From an optimization exercise on the open Yosys and OpenROAD flow, aimed at small area; shortcuts taken in it are not production practice. In this exercise RTL edits were held to simulation tests only and were not proved equivalent to the original.

===== design/flow/config.mk =====
export PLATFORM = sky130hd
export DESIGN_NAME = top
export DESIGN_NICKNAME = top
export VERILOG_FILES = /design/flow/design.v
export SDC_FILE = /design/flow/constraint.sdc
export NUM_CORES = 4
export LEC_CHECK = 0
export CAP_MARGIN = 20
export CORE_MARGIN = 2
export CORE_UTILIZATION = 60
export SLEW_MARGIN = 20

===== design/flow/constraint.sdc =====
create_clock -name core_clock -period 36.0 [get_ports {clk}]
set_input_delay 7.2000 -clock core_clock [delete_from_list [all_inputs] [get_ports {clk}]]
set_output_delay 7.2000 -clock core_clock [all_outputs]
set_load 0.01 [all_outputs]

===== design/flow/design.v =====
module minN #(parameter N = 3) (input [8*N-1:0] v, output reg [7:0] m);
	reg [N-1:0] alive;
	integer i, k;
	always @(*) begin
		alive = {N{1'b1}};
		for (k = 7; k >= 0; k = k - 1) begin
			m[k] = 1'b1;
			for (i = 0; i < N; i = i + 1) m[k] = m[k] & (~alive[i] | v[8*i+k]);
			for (i = 0; i < N; i = i + 1) alive[i] = alive[i] & (~v[8*i+k] | m[k]);
		end
	end
endmodule
module maxN #(parameter N = 3, parameter W = 11) (input [W*N-1:0] v, output reg [W-1:0] m);
	reg [N-1:0] alive;
	integer i, k;
	always @(*) begin
		alive = {N{1'b1}};
		for (k = W-1; k >= 0; k = k - 1) begin
			m[k] = 1'b0;
			for (i = 0; i < N; i = i + 1) m[k] = m[k] | (alive[i] & v[W*i+k]);
			for (i = 0; i < N; i = i + 1) alive[i] = alive[i] & (v[W*i+k] | ~m[k]);
		end
	end
endmodule
module subW #(parameter W = 8) (input [W-1:0] x, input [W-1:0] y, output reg [W-1:0] d, output reg b);
	integer i;
	reg c;
	always @(*) begin
		c = 1'b1;
		for (i = 0; i < W; i = i + 1) begin
			d[i] = x[i] ^ ~y[i] ^ c;
			c = (x[i] & ~y[i]) | (x[i] & c) | (~y[i] & c);
		end
		b = ~c;
	end
endmodule
module addW #(parameter W = 8) (input [W-1:0] x, input [W-1:0] y, output reg [W-1:0] s);
	integer i;
	reg c;
	always @(*) begin
		c = 1'b0;
		for (i = 0; i < W; i = i + 1) begin
			s[i] = x[i] ^ y[i] ^ c;
			c = (x[i] & y[i]) | (x[i] & c) | (y[i] & c);
		end
	end
endmodule
module ltW #(parameter W = 8) (input [W-1:0] x, input [W-1:0] y, output reg lt);
	integer i;
	always @(*) begin
		lt = 1'b0;
		for (i = 0; i < W; i = i + 1)
			lt = (~x[i] & y[i]) | (~x[i] & lt) | (y[i] & lt);
	end
endmodule
module edge1 (input [7:0] x, input [7:0] y, output e);
	wire [7:0] d;
	wire b;
	subW #(8) s (x, y, d, b);
	assign e = b ? (d < 8'd206) : (d > 8'd50);
endmodule
module ed_ch (input [71:0] v, output e);
	wire e1, e2, e3, e4;
	edge1 u1 (v[71:64], v[7:0], e1);
	edge1 u2 (v[63:56], v[15:8], e2);
	edge1 u3 (v[55:48], v[23:16], e3);
	edge1 u4 (v[47:40], v[31:24], e4);
	assign e = e1 | e2 | e3 | e4;
endmodule
module inv_lut (input [7:0] x, output reg [11:0] inv);
	always @(*)
		case (x)
		8'd2: inv = 12'd2048;
		8'd3: inv = 12'd1365;
		8'd4: inv = 12'd1024;
		8'd5: inv = 12'd819;
		8'd6: inv = 12'd682;
		8'd7: inv = 12'd585;
		8'd8: inv = 12'd512;
		8'd9: inv = 12'd455;
		8'd10: inv = 12'd409;
		8'd11: inv = 12'd372;
		8'd12: inv = 12'd341;
		8'd13: inv = 12'd315;
		8'd14: inv = 12'd292;
		8'd15: inv = 12'd273;
		8'd16: inv = 12'd256;
		8'd17: inv = 12'd240;
		8'd18: inv = 12'd227;
		8'd19: inv = 12'd215;
		8'd20: inv = 12'd204;
		8'd21: inv = 12'd195;
		8'd22: inv = 12'd186;
		8'd23: inv = 12'd178;
		8'd24: inv = 12'd170;
		8'd25: inv = 12'd163;
		8'd26: inv = 12'd157;
		8'd27: inv = 12'd151;
		8'd28: inv = 12'd146;
		8'd29: inv = 12'd141;
		8'd30: inv = 12'd136;
		8'd31: inv = 12'd132;
		8'd32: inv = 12'd128;
		8'd33: inv = 12'd124;
		8'd34: inv = 12'd120;
		8'd35: inv = 12'd117;
		8'd36: inv = 12'd113;
		8'd37: inv = 12'd110;
		8'd38: inv = 12'd107;
		8'd39: inv = 12'd105;
		8'd40: inv = 12'd102;
		8'd41: inv = 12'd99;
		8'd42: inv = 12'd97;
		8'd43: inv = 12'd95;
		8'd44: inv = 12'd93;
		8'd45: inv = 12'd91;
		8'd46: inv = 12'd89;
		8'd47: inv = 12'd87;
		8'd48: inv = 12'd85;
		8'd49: inv = 12'd83;
		8'd50: inv = 12'd81;
		8'd51: inv = 12'd80;
		8'd52: inv = 12'd78;
		8'd53: inv = 12'd77;
		8'd54: inv = 12'd75;
		8'd55: inv = 12'd74;
		8'd56: inv = 12'd73;
		8'd57: inv = 12'd71;
		8'd58: inv = 12'd70;
		8'd59: inv = 12'd69;
		8'd60: inv = 12'd68;
		8'd61: inv = 12'd67;
		8'd62: inv = 12'd66;
		8'd63: inv = 12'd65;
		8'd64: inv = 12'd64;
		8'd65: inv = 12'd63;
		8'd66: inv = 12'd62;
		8'd67: inv = 12'd61;
		8'd68: inv = 12'd60;
		8'd69: inv = 12'd59;
		8'd70: inv = 12'd58;
		8'd71: inv = 12'd57;
		8'd72: inv = 12'd56;
		8'd73: inv = 12'd56;
		8'd74: inv = 12'd55;
		8'd75: inv = 12'd54;
		8'd76: inv = 12'd53;
		8'd77: inv = 12'd53;
		8'd78: inv = 12'd52;
		8'd79: inv = 12'd51;
		8'd80: inv = 12'd51;
		8'd81: inv = 12'd50;
		8'd82: inv = 12'd49;
		8'd83: inv = 12'd49;
		8'd84: inv = 12'd48;
		8'd85: inv = 12'd48;
		8'd86: inv = 12'd47;
		8'd87: inv = 12'd47;
		8'd88: inv = 12'd46;
		8'd89: inv = 12'd46;
		8'd90: inv = 12'd45;
		8'd91: inv = 12'd45;
		8'd92: inv = 12'd44;
		8'd93: inv = 12'd44;
		8'd94: inv = 12'd43;
		8'd95: inv = 12'd43;
		8'd96: inv = 12'd42;
		8'd97: inv = 12'd42;
		8'd98: inv = 12'd41;
		8'd99: inv = 12'd41;
		8'd100: inv = 12'd40;
		8'd101: inv = 12'd40;
		8'd102: inv = 12'd40;
		8'd103: inv = 12'd39;
		8'd104: inv = 12'd39;
		8'd105: inv = 12'd39;
		8'd106: inv = 12'd38;
		8'd107: inv = 12'd38;
		8'd108: inv = 12'd37;
		8'd109: inv = 12'd37;
		8'd110: inv = 12'd37;
		8'd111: inv = 12'd36;
		8'd112: inv = 12'd36;
		8'd113: inv = 12'd36;
		8'd114: inv = 12'd35;
		8'd115: inv = 12'd35;
		8'd116: inv = 12'd35;
		8'd117: inv = 12'd35;
		8'd118: inv = 12'd34;
		8'd119: inv = 12'd34;
		8'd120: inv = 12'd34;
		8'd121: inv = 12'd33;
		8'd122: inv = 12'd33;
		8'd123: inv = 12'd33;
		8'd124: inv = 12'd33;
		8'd125: inv = 12'd32;
		8'd126: inv = 12'd32;
		8'd127: inv = 12'd32;
		8'd128: inv = 12'd32;
		8'd129: inv = 12'd31;
		8'd130: inv = 12'd31;
		8'd131: inv = 12'd31;
		8'd132: inv = 12'd31;
		8'd133: inv = 12'd30;
		8'd134: inv = 12'd30;
		8'd135: inv = 12'd30;
		8'd136: inv = 12'd30;
		8'd137: inv = 12'd29;
		8'd138: inv = 12'd29;
		8'd139: inv = 12'd29;
		8'd140: inv = 12'd29;
		8'd141: inv = 12'd29;
		8'd142: inv = 12'd28;
		8'd143: inv = 12'd28;
		8'd144: inv = 12'd28;
		8'd145: inv = 12'd28;
		8'd146: inv = 12'd28;
		8'd147: inv = 12'd27;
		8'd148: inv = 12'd27;
		8'd149: inv = 12'd27;
		8'd150: inv = 12'd27;
		8'd151: inv = 12'd27;
		8'd152: inv = 12'd26;
		8'd153: inv = 12'd26;
		8'd154: inv = 12'd26;
		8'd155: inv = 12'd26;
		8'd156: inv = 12'd26;
		8'd157: inv = 12'd26;
		8'd158: inv = 12'd25;
		8'd159: inv = 12'd25;
		8'd160: inv = 12'd25;
		8'd161: inv = 12'd25;
		8'd162: inv = 12'd25;
		8'd163: inv = 12'd25;
		8'd164: inv = 12'd24;
		8'd165: inv = 12'd24;
		8'd166: inv = 12'd24;
		8'd167: inv = 12'd24;
		8'd168: inv = 12'd24;
		8'd169: inv = 12'd24;
		8'd170: inv = 12'd24;
		8'd171: inv = 12'd23;
		8'd172: inv = 12'd23;
		8'd173: inv = 12'd23;
		8'd174: inv = 12'd23;
		8'd175: inv = 12'd23;
		8'd176: inv = 12'd23;
		8'd177: inv = 12'd23;
		8'd178: inv = 12'd23;
		8'd179: inv = 12'd22;
		8'd180: inv = 12'd22;
		8'd181: inv = 12'd22;
		8'd182: inv = 12'd22;
		8'd183: inv = 12'd22;
		8'd184: inv = 12'd22;
		8'd185: inv = 12'd22;
		8'd186: inv = 12'd22;
		8'd187: inv = 12'd21;
		8'd188: inv = 12'd21;
		8'd189: inv = 12'd21;
		8'd190: inv = 12'd21;
		8'd191: inv = 12'd21;
		8'd192: inv = 12'd21;
		8'd193: inv = 12'd21;
		8'd194: inv = 12'd21;
		8'd195: inv = 12'd21;
		8'd196: inv = 12'd20;
		8'd197: inv = 12'd20;
		8'd198: inv = 12'd20;
		8'd199: inv = 12'd20;
		8'd200: inv = 12'd20;
		8'd201: inv = 12'd20;
		8'd202: inv = 12'd20;
		8'd203: inv = 12'd20;
		8'd204: inv = 12'd20;
		8'd205: inv = 12'd19;
		8'd206: inv = 12'd19;
		8'd207: inv = 12'd19;
		8'd208: inv = 12'd19;
		8'd209: inv = 12'd19;
		8'd210: inv = 12'd19;
		8'd211: inv = 12'd19;
		8'd212: inv = 12'd19;
		8'd213: inv = 12'd19;
		8'd214: inv = 12'd19;
		8'd215: inv = 12'd19;
		8'd216: inv = 12'd18;
		8'd217: inv = 12'd18;
		8'd218: inv = 12'd18;
		8'd219: inv = 12'd18;
		8'd220: inv = 12'd18;
		8'd221: inv = 12'd18;
		8'd222: inv = 12'd18;
		8'd223: inv = 12'd18;
		8'd224: inv = 12'd18;
		8'd225: inv = 12'd18;
		8'd226: inv = 12'd18;
		8'd227: inv = 12'd18;
		8'd228: inv = 12'd17;
		8'd229: inv = 12'd17;
		8'd230: inv = 12'd17;
		8'd231: inv = 12'd17;
		8'd232: inv = 12'd17;
		8'd233: inv = 12'd17;
		8'd234: inv = 12'd17;
		8'd235: inv = 12'd17;
		8'd236: inv = 12'd17;
		8'd237: inv = 12'd17;
		8'd238: inv = 12'd17;
		8'd239: inv = 12'd17;
		8'd240: inv = 12'd17;
		8'd241: inv = 12'd16;
		8'd242: inv = 12'd16;
		8'd243: inv = 12'd16;
		8'd244: inv = 12'd16;
		8'd245: inv = 12'd16;
		8'd246: inv = 12'd16;
		8'd247: inv = 12'd16;
		8'd248: inv = 12'd16;
		8'd249: inv = 12'd16;
		8'd250: inv = 12'd16;
		8'd251: inv = 12'd16;
		8'd252: inv = 12'd16;
		8'd253: inv = 12'd16;
		8'd254: inv = 12'd16;
		default: inv = 12'd4095;
		endcase
endmodule
module tx_chan (input [7:0] wv, input [7:0] a, output [10:0] q);
	wire [11:0] l;
	inv_lut u (wv, l);
	wire [19:0] p = l * a;
	assign q = p[19:9];
endmodule
module restore_chan (input [7:0] a, input [7:0] ws, input [10:0] t, output [7:0] o);
	wire [10:0] p = ws * t;
	wire [7:0] d;
	wire b;
	subW #(8) s (a, p[10:3], d, b);
	assign o = d;
endmodule
module local_chan (input [7:0] x, input [6:0] al, input sg, input sa, output [7:0] o);
	wire [4:0] c = x[7:4] + (x[3:0] != 4'd0);
	wire [7:0] xd;
	wire bb;
	subW #(8) s (x, {3'd0, c}, xd, bb);
	wire [11:0] pr = al * c;
	wire [7:0] xa;
	addW #(8) a (xd, {3'd0, pr[11:7]}, xa);
	assign o = sg ? x : sa ? xa : xd;
endmodule
module top(mode, clk, rst, load, RGB_window, w, Ar_global_prev, Ag_global_prev, Ab_global_prev,
           Ar_global, Ag_global, Ab_global, O_R, O_G, O_B, tx_invxhundred, ed_bit);
input clk, rst, load, mode;
input [215:0] RGB_window;
input [7:0] Ar_global_prev, Ag_global_prev, Ab_global_prev;
input [4:0] w;
output [7:0] Ar_global, Ag_global, Ab_global, O_R, O_G, O_B;
output [11:0] tx_invxhundred;
output ed_bit;
wire [71:0] ch0, ch1, ch2;
genvar n;
generate
	for (n = 0; n < 9; n = n + 1) begin : g_px
		assign ch2[71-8*n -: 8] = RGB_window[215 - 24*n -: 8];
		assign ch1[71-8*n -: 8] = RGB_window[207 - 24*n -: 8];
		assign ch0[71-8*n -: 8] = RGB_window[199 - 24*n -: 8];
	end
endgenerate
wire [7:0] mn0, mn1, mn2;
minN #(9) u_mn0 (ch0, mn0);
minN #(9) u_mn1 (ch1, mn1);
minN #(9) u_mn2 (ch2, mn2);
wire ed0, ed1, ed2;
ed_ch u_ed0 (ch0, ed0);
ed_ch u_ed1 (ch1, ed1);
ed_ch u_ed2 (ch2, ed2);
reg [7:0] m0_1, m1_1, m2_1, m0_2, m1_2, m2_2;
reg [23:0] e_1, e_2, e_3, e_4, e_5, e_6;
reg ed_1, ed_2;
always @(posedge clk) begin
	if (load) begin
		m0_1 <= mn0;
		m1_1 <= mn1;
		m2_1 <= mn2;
		e_1 <= RGB_window[119:96];
		ed_1 <= ed0 | ed1 | ed2;
	end
	m0_2 <= m0_1; m1_2 <= m1_1; m2_2 <= m2_1;
	e_2 <= e_1; ed_2 <= ed_1;
	e_3 <= e_2; e_4 <= e_3; e_5 <= e_4; e_6 <= e_5;
end
assign ed_bit = ~mode & ed_2;
wire [7:0] min_all2, min_e2;
minN #(3) u_mall (ed_bit ? e_2 : {m2_2, m1_2, m0_2}, min_all2);
wire [7:0] I_dark_w = min_all2;
reg [7:0] I_dark, I_dark_tc, Dr, Dg, Db;
always @(posedge clk) begin
	I_dark <= I_dark_w;
	I_dark_tc <= I_dark;
	Dr <= m0_2; Dg <= m1_2; Db <= m2_2;
end
wire [7:0] Dall;
minN #(3) u_dall ({Dr, Dg, Db}, Dall);
reg [7:0] maxt, Ar_g, Ag_h, Ab_h, Ag_g, Ab_g;
wire keep;
ltW #(8) u_keep (Dall, maxt, keep);
wire [7:0] Ar_c = keep ? Ar_g : Dr;
wire [7:0] Ag_c = keep ? Ag_h : Dg;
wire [7:0] Ab_c = keep ? Ab_h : Db;
always @(posedge clk) begin
	if (rst) maxt <= 8'd0;
	else if (!keep) maxt <= Dall;
	Ar_g <= Ar_c;
	Ag_h <= Ag_c;
	Ab_h <= Ab_c;
	if (!mode) begin
		Ag_g <= Ag_c;
		Ab_g <= Ab_c;
	end
end
assign Ar_global = Ar_g;
assign Ag_global = Ag_g;
assign Ab_global = Ab_g;
reg [7:0] Ar_go, Ag_go, Ab_go, Ar_go2, Ag_go2, Ab_go2;
always @(posedge clk)
	if (!mode) begin
		Ar_go <= Ar_global_prev; Ag_go <= Ag_global_prev; Ab_go <= Ab_global_prev;
		Ar_go2 <= Ar_go; Ag_go2 <= Ag_go; Ab_go2 <= Ab_go;
	end
wire [7:0] wmin;
minN #(3) u_wmin ({Ar_go, Ag_go, Ab_go}, wmin);
wire [6:0] Th = wmin[7:1];
wire [7:0] Th2 = {Th, 1'b0};
wire [7:0] dd;
wire i_lt_th;
subW #(8) u_dd (I_dark, {1'b0, Th}, dd, i_lt_th);
wire i_gt_th2, th2_gt_i;
ltW #(8) u_c1 (Th2, I_dark, i_gt_th2);
ltW #(8) u_c2 (I_dark, Th2, th2_gt_i);
wire sel_go = i_gt_th2;
wire sel_al = th2_gt_i & ~i_lt_th;
wire [6:0] al;
wire [7:0] t6 = {dd[6:0], 1'b0};
wire [7:0] r6, r5, r4, r3, r2, r1;
wire b6, b5, b4, b3, b2, b1;
subW #(8) u_q6 (t6, {1'b0, Th}, r6, b6);
wire [7:0] t5 = {(b6 ? t6[6:0] : r6[6:0]), 1'b0};
subW #(8) u_q5 (t5, {1'b0, Th}, r5, b5);
wire [7:0] t4 = {(b5 ? t5[6:0] : r5[6:0]), 1'b0};
subW #(8) u_q4 (t4, {1'b0, Th}, r4, b4);
wire [7:0] t3 = {(b4 ? t4[6:0] : r4[6:0]), 1'b0};
subW #(8) u_q3 (t3, {1'b0, Th}, r3, b3);
wire [7:0] t2 = {(b3 ? t3[6:0] : r3[6:0]), 1'b0};
subW #(8) u_q2 (t2, {1'b0, Th}, r2, b2);
wire [7:0] t1 = {(b2 ? t2[6:0] : r2[6:0]), 1'b0};
subW #(8) u_q1 (t1, {1'b0, Th}, r1, b1);
wire [7:0] t0 = {(b1 ? t1[6:0] : r1[6:0]), 1'b0};
wire b0;
ltW #(8) u_q0 ({1'b0, Th}, t0, b0);
assign al = {~b6, ~b5, ~b4, ~b3, ~b2, ~b1, b0};
wire [7:0] Ar_ll, Ag_ll, Ab_ll;
local_chan u_lr (Ar_go2, al, sel_go, sel_al, Ar_ll);
local_chan u_lg (Ag_go2, al, sel_go, sel_al, Ag_ll);
local_chan u_lb (Ab_go2, al, sel_go, sel_al, Ab_ll);
wire [7:0] Ar_local = mode ? Ar_global_prev : Ar_ll;
wire [7:0] Ag_m = mode ? Ar_local : Ag_ll;
wire [7:0] Ab_m = mode ? Ar_local : Ab_ll;
wire [12:0] Ixw = I_dark_tc * w;
wire [7:0] s = Ixw[12:5];
wire [7:0] wr, wg, wb;
wire xr, xg, xb;
subW #(8) u_wr (Ar_local, s, wr, xr);
subW #(8) u_wg (Ag_m, s, wg, xg);
subW #(8) u_wb (Ab_m, s, wb, xb);
reg [7:0] wro, wgo, wbo, Arlo, Aglo, Ablo;
always @(posedge clk) begin
	wro <= wr;
	wgo <= wg;
	wbo <= wb;
	Arlo <= Ar_local;
	if (!mode) begin
		Aglo <= Ag_ll;
		Ablo <= Ab_ll;
	end
end
wire [10:0] Qr, Qg, Qb, Qmax;
tx_chan u_tr (wro, Arlo, Qr);
tx_chan u_tg (wgo, Aglo, Qg);
tx_chan u_tb (wbo, Ablo, Qb);
maxN #(3, 11) u_qmax ({Qr, Qg, Qb}, Qmax);
wire [10:0] tx = mode ? Qr : Qmax;
assign tx_invxhundred = {1'b0, tx};
wire [7:0] sr, sg, sb;
wire yr, yg, yb;
subW #(8) u_sr (Ar_local, e_6[23:16], sr, yr);
subW #(8) u_sg (Ag_m, e_6[15:8], sg, yg);
subW #(8) u_sb (Ab_m, e_6[7:0], sb, yb);
reg [7:0] wsro, wsgo, wsbo;
always @(posedge clk) begin
	wsro <= sr;
	wsgo <= sg;
	wsbo <= sb;
end
restore_chan u_or (Ar_local, wsro, tx, O_R);
restore_chan u_og (Ag_m, wsgo, tx, O_G);
restore_chan u_ob (Ab_m, wsbo, tx, O_B);
endmodule

===== design/flow/run.sh =====
#!/bin/bash
# synth_recipe.tcl (not shown) runs the flow's synth.tcl, then flattens the netlist and writes it again
# the make line also repeats each setting of config.mk as NAME=value (left out here)
make -C /OpenROAD-flow-scripts/flow DESIGN_CONFIG=/design/flow/config.mk WORK_HOME=/design/flow/orfs CLKGATE_MAP_FILE= SYNTH_SCRIPT=/design/flow/synth_recipe.tcl finish

==> summary.txt <==
- Layout area overhead: 15.03%
- Critical path peak fanout: 5
- F_max: about 29 MHz
- Chip Height: around 290 um
- Slew Viols, Final: 0
- DR iter-0 viols: ~4500
- CTS Buf Count: 43
- Max-cap violations: 0
- Ys async rst share: 0
- Synth Flop Type: dfxtp_1
- ANT nets after route: 0
- Register area: 0.009659 mm^2
- Sequential element share of the synthesized area: 0.2038
- Cell family with most CP delay: adder cells
- Post-Synthesis Cells: 5397
- GRT overflow: 0
- Critical path's most frequent cell: fa_2
- Total track usage: 0.3562
- RSZ-0062 raised after global routing: true
- Final Non-Filler Cells: ~7000
- Hold/Removal Path Class: reg2reg
- CP Capture Type: output pin
- Drt pass-1 iters: 7
- I/O pins: 310
- Layout net count: ~7000
- Core Region: ~0.08 mm^2
- Clk Latency, worst-skew pair: about 0.62 ns
- CTS Buffer Depth: 3
- CTS H-tree depth: 2
- Fin crit share: 0.9732
- Dpl cell area: ~0.052 mm^2
- WL final: roughly 150000 um
- Area leader, netlist: fa_1
- Worst-path clk slew: 0.07 ns
- Die area: around 0.08 mm^2
- Yosys warns: 8
- Synthesized cell area: ~0.047 mm^2
- #FFs+latches synth: around 410
- Hold Violations, Final: 0
- Dpl hpwl: 117000 um
- GP Congestion: between 0.9 and 1
- Crit path DAT: about 28 ns
- Vias: 42440
- Synth area leaders: fa_1 (21%), dfxtp_1 (12%), ha_1 (9.2%), edfxtp_1 (8.7%), inv_1 (5.4%)
- Pre-CTS setup slack: -1.192 ns
- Outcome: timing/DRC/antenna clean
- Initial Util: 0.6029
- Row count: between 100 and 150
- Number of fill cells: ~6400
- Setup-failing EPs final: 0
- Area of the multi-input gates: about 0.035 mm^2
- Drt via density: ~6.2
- Routed WL per cell: 21.52 um
- Placed cell count: about 6700
- Least-Margin Pin Slew: ~1.1 ns
- CP Launch Type: flop
- Syn_area_per_cell: 8.781 um^2
- Clock skew: approximately 0.033 ns
- Core Util, Final: 0.6935
- Setup tns final: 0 ns
- Initial antenna violation count: 5
- Horiz. Die Dim: 285.1 um
- Final worst slack: between 0.9 and 1 ns
- Commonest non-fill, non-tap cell in the layout: inv_1
- Hold_ws: between 0.3 and 0.4 ns
- Syn Nets: between 6000 and 7000
- Largest net degree at the start of global routing: 60
- CTS tree: built
- Port Buf Inserts: 308
- Synth top area share: 0.2066
- Most frequent cells in the layout: inv_1 (664), nand2_1 (597), fa_1 (441)
- Final non-filler cell area: ~0.055 mm^2
- Clk sinks: around 410
- Crit path buffers/inverters: 20
- Number of synthesized flops with an enable pin: between 100 and 150
- Required time worst endpoint: slightly below 30 ns
- Critical setup path kind: reg2out
- First-pass GRT wire length: 230500 um
- Max-slew headroom: 0.2809
- Slowest cell on crit path: fa_2
- Distinct cell type count after synthesis: between 100 and 150
- Fin crit period: approximately 35 ns
- Root Driver: clkbuf_16
- CP max stage delay: 0.53 ns
- DRC Markers: 0
- Share of cells above drive strength 1: 0.09089
- Vias in the first global route: 41450
[area by class of cell]
| type | count | area share |
|---|---|---|
| Clock inverter | 23 | 0.004200 |
| Antenna cell | 2 | 0.00009180 |
| Clock buffer | 57 | 0.02336 |
| Tap cell | 1050 | 0.02410 |
| Inverter | 681 | 0.04693 |
| Sequential cell | 414 | 0.1772 |
| Timing Repair Buffer | 512 | 0.08519 |
| Multi-Input combinational cell | 4078 | 0.6389 |
[what timing repair did]
item                                    4_1_cts  5_1_grt
gates resized for setup                      43       84
endpoints found under the setup margin        3        3
hold buffers                                  0        0
buffers inserted                              3       16
pin swaps                                    34       83
[flip-flops by register name, summed over array words and instances (netlist names), 12 cells and up]
name	cells
e_2	24
e_5	24
u_tr.l	12
u_tg.l	12
e_4	24
e_6	24
e_1	24
u_tb.l	12
e_3	24
[logic make-up after synthesis]
group	after synthesis	share of synthesized area
other cells	1	0.00007913
simple gates	1691	0.1770
flops	414	0.2038
compound gates	1263	0.1893
buf+inv	905	0.07382
fa+ha+maj	847	0.3006
mux	76	0.01703
xor+xnor	200	0.03839
[worst paths after layout]
path	startpoint	end	slack, ns	depth (start not counted)
worst min-delay path	e_4[15]	e_5[15]	0.30	0
worst max-delay path	Ag_go[6]	O_G[7]	0.96	120
worst max register to register	Ag_go[6]	u_tg.l[5]	8.31	116
worst min register to register	e_4[15]	e_5[15]	0.30	0
[metal layers]
metal	global-route usage	vias to the layer above	wire, um
li1	-	19460	-
met1	0.4797	20570	59870
met2	0.5863	2063	68630
met3	0.04848	340	11830
met4	0.1343	6	6350
met5	0	-	41
[worst register-to-register path, delay by kind of cell (launching register included)]
kind                     cells  cell delay, ns
XOR/XNOR                     3            1.13
buffers and inverters       22            1.82
AND/OR/NAND/NOR             21            3.71
flip-flops                   1            0.41
adder cells (fa/ha/maj)     48           16.92
AO/OA/AOI/OAI               21            3.49
multiplexers                 1            0.08
[cell usage after synthesis, drive strengths merged, types with 30 or more instances]
| library cell | count |
|---|---|
| a2111oi | 35 |
| nand2 | 599 |
| nand2b | 65 |
| buf | 70 |
| clkbuf | 154 |
| nand4 | 43 |
| o221ai | 34 |
| edfxtp | 137 |
| nor2 | 256 |
| nand3 | 99 |
| o21ai | 212 |
| o22ai | 64 |
| fa | 489 |
| ha | 349 |
| a31oi | 70 |
| and2 | 266 |
| xnor2 | 138 |
| dfxtp | 277 |
| or3 | 30 |
| xor2 | 60 |
| o211ai | 71 |
| o31ai | 31 |
| nor3 | 106 |
| and3 | 33 |
| nor2b | 62 |
| a21o | 66 |
| o21a | 35 |
| a211oi | 70 |
| a211o | 38 |
| mux2i | 48 |
| inv | 680 |
| a21oi | 231 |

==> port drivers added, routing unchanged <==
No port has a modelled driver above. Below, the same layout with a new extraction and two added sets of constraints. Step 1 sets driving cells, clkbuf_16 on the clock port and buf_2 on the other inputs (assumed; they add their load-dependent delay and slew). Step 2 times the ports against the registers' clock, not the clock port: input delays grow and output delays shrink by t, the midpoint of the rising clock arrivals with the driver on. a / b / c = no drivers / after step 1 / after step 2; a / b = the first two.
shift t [ns]: 0.668
slack for setup (ns): 0.963 / 0.895 / 1.563
worst setup path after step 2: register to output
clock arrival spread, ns: 0.033 / 0.032
After both steps this run still meets setup and hold. For this run, drivers alone change the setup slack by -0.068 ns; drivers and shift together by +0.600 ns.
